What follows belongs to an exercise in optimizing a design on an open flow for a short achievable clock period and few clock cycles per item; a production flow would make more cautious choices.
The RTL was checked by simulation tests, not by an equivalence proof against the original design.
Power is estimated from default activity; no workload was simulated.

==> flow/design.v (excerpt) <==
module top(
  input  wire         clk,
  input  wire         rstn,
  output wire [63:0]  pc,
  input  wire [31:0]  instr,
  output wire         this_ebreak,
  output wire         this_valid,
  output wire [63:0]  this_pc,
  output wire [31:0]  this_instr,
  output wire [63:0]  mm_addr,
  output wire [63:0]  mm_wdata,
  output wire [3:0]   mm_wlen,
  output wire         mm_wen,
  output wire         mm_ren,
  input  wire [63:0]  mm_rdata
);
Size: about 16,000 cells after synthesis, about 3,000 flip-flops, about 390 I/O pins, roughly 180,000 um2 of cells after synthesis.
clock: 10.0 ns
lec_check: 0
abc_area: 0
abc_clock_period_in_ps: 3000
cap_margin: 40
core_margin: 2
core_utilization: 40
setup_slack_margin: 5
slew_margin: 40
standard.sh (not shown) runs the stock make flow with config.mk's settings and CLKGATE_MAP_FILE= SYNTH_SCRIPT=/design/flow/synth_recipe.tcl, a recipe that flattens the netlist after the stock synthesis.
==> flow/flow/run.sh <==
#!/bin/bash
set -euo pipefail
bash standard.sh finish SETUP_SLACK_MARGIN=6.5 MATCH_CELL_FOOTPRINT=0 \
  "BUFFER_PORTS_ARGS=-buffer_cell sky130_fd_sc_hd__buf_8" > standard_flow.log 2>&1
Testbench counts at the start, summed over its fixed seeds: cycles 62,611, instrs 58,905.
Change:
--- a/flow/design.v
+++ b/flow/design.v
@@ -19,17 +19,15 @@
   reg  [31:0] e_instr;
   reg  [63:0] e_pc;
   reg         e_ebreak;
   reg  [63:0] e_a;         
   reg  [63:0] e_b;         
   reg  [63:0] e_sd;        
   reg  [63:0] e_pc4;
-  reg  [63:0] e_tb;        
-  reg  [3:0]  e_cb;        
-  reg         e_mEQ, e_mNE, e_mLT, e_mGE, e_mLTU, e_mGEU;
+  reg  [63:0] e_alt;       
   reg         e_fa_m;      
   reg         e_fb_m;      
   reg         e_fs_m;      
   reg         e_inv;       
   reg         e_zok;       
   reg  [5:0]  e_sh;        
   reg         e_bsign;     
@@ -194,22 +192,32 @@
                      ({32{e_qw[0] & s00[31]}}) | ({32{e_qw[1] & s10[31]}}) |
                      ({32{e_qw[2] & s01[31]}}) | ({32{e_qw[3] & s11[31]}});
   wire        r_cmp = |(e_ql & {1'b0, ls01, ls10, ls00}) | |(e_qu & {1'b0, lu01, lu10, lu00});
   wire [63:0] ex_res = {r_hi, r_lo} | r_oth_w | {63'd0, r_cmp};
   wire eq00 = &(e_a ^ e_b);
   wire eq10 = &(m_res ^ e_b);
   wire eq01 = e_a == m_res;
+  function br_taken(input [2:0] f, input eq, input lts, input ltu_);
+    case (f)
+      3'd0: br_taken = eq;
+      3'd1: br_taken = !eq;
+      3'd4: br_taken = lts;
+      3'd5: br_taken = !lts;
+      3'd6: br_taken = ltu_;
+      default: br_taken = !ltu_;
+    endcase
+  endfunction
+  wire tk00 = br_taken(e_f3, eq00, ls00, lu00);
+  wire tk10 = br_taken(e_f3, eq10, ls10, lu10);
+  wire tk01 = br_taken(e_f3, eq01, ls01, lu01);
+  wire tk11 = br_taken(e_f3, 1'b1, 1'b0, 1'b0);
+  wire taken = e_fa_m ? (e_fb_m ? tk11 : tk10) : (e_fb_m ? tk01 : tk00);
   wire redir  = m_redir;
   wire e_live = !redir;                       
-  function br_mis(input eq, input lts, input ltu_);
-    br_mis = (e_mEQ & eq) | (e_mNE & !eq) | (e_mLT & lts) | (e_mGE & !lts) |
-             (e_mLTU & ltu_) | (e_mGEU & !ltu_);
-  endfunction
-  wire ex_mis = (e_cb[0] & br_mis(eq00, ls00, lu00)) | (e_cb[1] & br_mis(eq10, ls10, lu10)) |
-                (e_cb[2] & br_mis(eq01, ls01, lu01)) | (e_cb[3] & br_mis(1'b1, 1'b0, 1'b0));
+  wire ex_mis = e_branch & (taken != e_pred);
   wire f_go = !stall & !redir;
   wire        use_j = !redir & !stall & op_jal;
   wire        use_b = !redir & !stall & back_br;
   wire [63:0] m_tgt = m_isjalr ? m_addr : m_alt;
   wire [63:0] pc_ot = redir ? m_tgt : stall ? f_pc : f_pc4;
   always @(posedge clk) begin
     if (!rstn) begin
@@ -222,45 +230,37 @@
     if (!rstn) begin
       e_valid  <= 1'b0;
       e_ebreak <= 1'b0;
       e_wen    <= 1'b0;
       e_load   <= 1'b0;
       e_store  <= 1'b0;
       e_branch <= 1'b0;
-      e_cb     <= 4'd0;
       e_jalr   <= 1'b0;
     end else begin
       e_valid  <= f_go;
       e_ebreak <= f_go & op_ebreak;
       e_wen    <= f_go & wen & (rd != 5'd0);
       e_load   <= f_go & op_load;
       e_store  <= f_go & op_store;
       e_branch <= f_go & op_branch;
-      e_cb     <= {4{f_go & op_branch}} & fcase;
       e_jalr   <= f_go & op_jalr;
     end
   end
   always @(posedge clk) begin
     e_instr  <= instr;
     e_pc     <= f_pc;
     e_pc4    <= f_pc4;
     e_a      <= a_rf ? rf1 : a_ot;
     e_b      <= b_rf ? (rf2 ^ {64{inv}}) : b_ot;
     e_bsign  <= use_imm ? imm[63] : rv2[63];
     e_inv    <= inv;
-    e_mEQ    <= (f3 == 3'd0 & !back_br) | (f3 == 3'd1 &  back_br);
-    e_mNE    <= (f3 == 3'd0 &  back_br) | (f3 == 3'd1 & !back_br);
-    e_mLT    <= (f3 == 3'd4 & !back_br) | (f3 == 3'd5 &  back_br);
-    e_mGE    <= (f3 == 3'd4 &  back_br) | (f3 == 3'd5 & !back_br);
-    e_mLTU   <= (f3 == 3'd6 & !back_br) | (f3 == 3'd7 &  back_br);
-    e_mGEU   <= (f3 == 3'd6 &  back_br) | (f3 == 3'd7 & !back_br);
     e_zok    <= (op_lui | op_auipc | (op_imm & f3 == 3'd0) | (op_reg & f3 == 3'd0 & !f7b)) & fcase[0];
     e_sh     <= {!word & (use_imm ? imm[5] : rv2[5]), use_imm ? imm[4:0] : rv2[4:0]};
     e_sd     <= rd2 ? rf2 : by2;
-    e_tb     <= tgt_b;
+    e_alt    <= back_br ? f_pc4 : tgt_b;
     e_pred   <= back_br;
     e_fa_m   <= fa_m;
     e_fb_m   <= fb_m;
     e_fs_m   <= fs_m;
     e_rd     <= rd;
     e_f3     <= f3;
     e_s_add  <= s_add | s_sub;
@@ -297,15 +297,15 @@
       m_load   <= e_load & e_live;
       m_valid  <= e_valid & e_live;
       m_ebreak <= e_ebreak & e_live;
     end
   end
   always @(posedge clk) begin
     m_res  <= ex_res;
-    m_alt   <= e_pred ? e_pc4 : e_tb;
+    m_alt   <= e_alt;
     m_isjalr <= e_jalr;
     m_addr  <= sum;
     m_pc    <= e_pc;
     m_instr <= e_instr;
     m_rd   <= e_rd;
     m_f3   <= e_f3;
     m_sd   <= sd;
Routed wire length is higher by 0.73%.
Clock-buffer cell count is lower by 9.
Combinational power is about the same.
Via count is higher by 0.56%.
Clock power stays flat.
Critical path depth is higher by 6.
Final area stays flat.
Setup slack got worse by 0.099 ns.
Testbench counts after the change, summed over its fixed seeds: cycles 62,611, instrs 58,905.

==> what the ideal ports hide <==
The flow's constraints put no driver on any port. The routed layouts listed below were extracted and timed again, unchanged, in two steps. Step 1 (the two cells are an assumption about what drives the block):
set clk [get_ports {clk}]
set_driving_cell -lib_cell sky130_fd_sc_hd__clkbuf_16 $clk
set_driving_cell -lib_cell sky130_fd_sc_hd__buf_2 [delete_from_list [all_inputs] $clk]
Step 2, shift: input delay + t, output delay - t, t = (earliest + latest rising clock arrival at the registers) / 2. This alone moves slack from input paths to output paths. Slacks: ideal ports / drivers / drivers and shift; pairs: ideal ports / drivers.
run	t, ns	slack for setup (ns)	worst hold slack (ns)	worst setup path after step 2
the first run	1.119	5.601 / 5.601 / 4.560	0.320 / 0.320 / 0.320	input to register
the second run	1.146	5.502 / 5.502 / 4.387	0.309 / 0.309 / 0.309	input to register
After both steps every run listed still meets setup and hold. The setup slack of the second run, which loses most, moves by 0.000 ns with the drivers and by -1.115 ns with both steps.
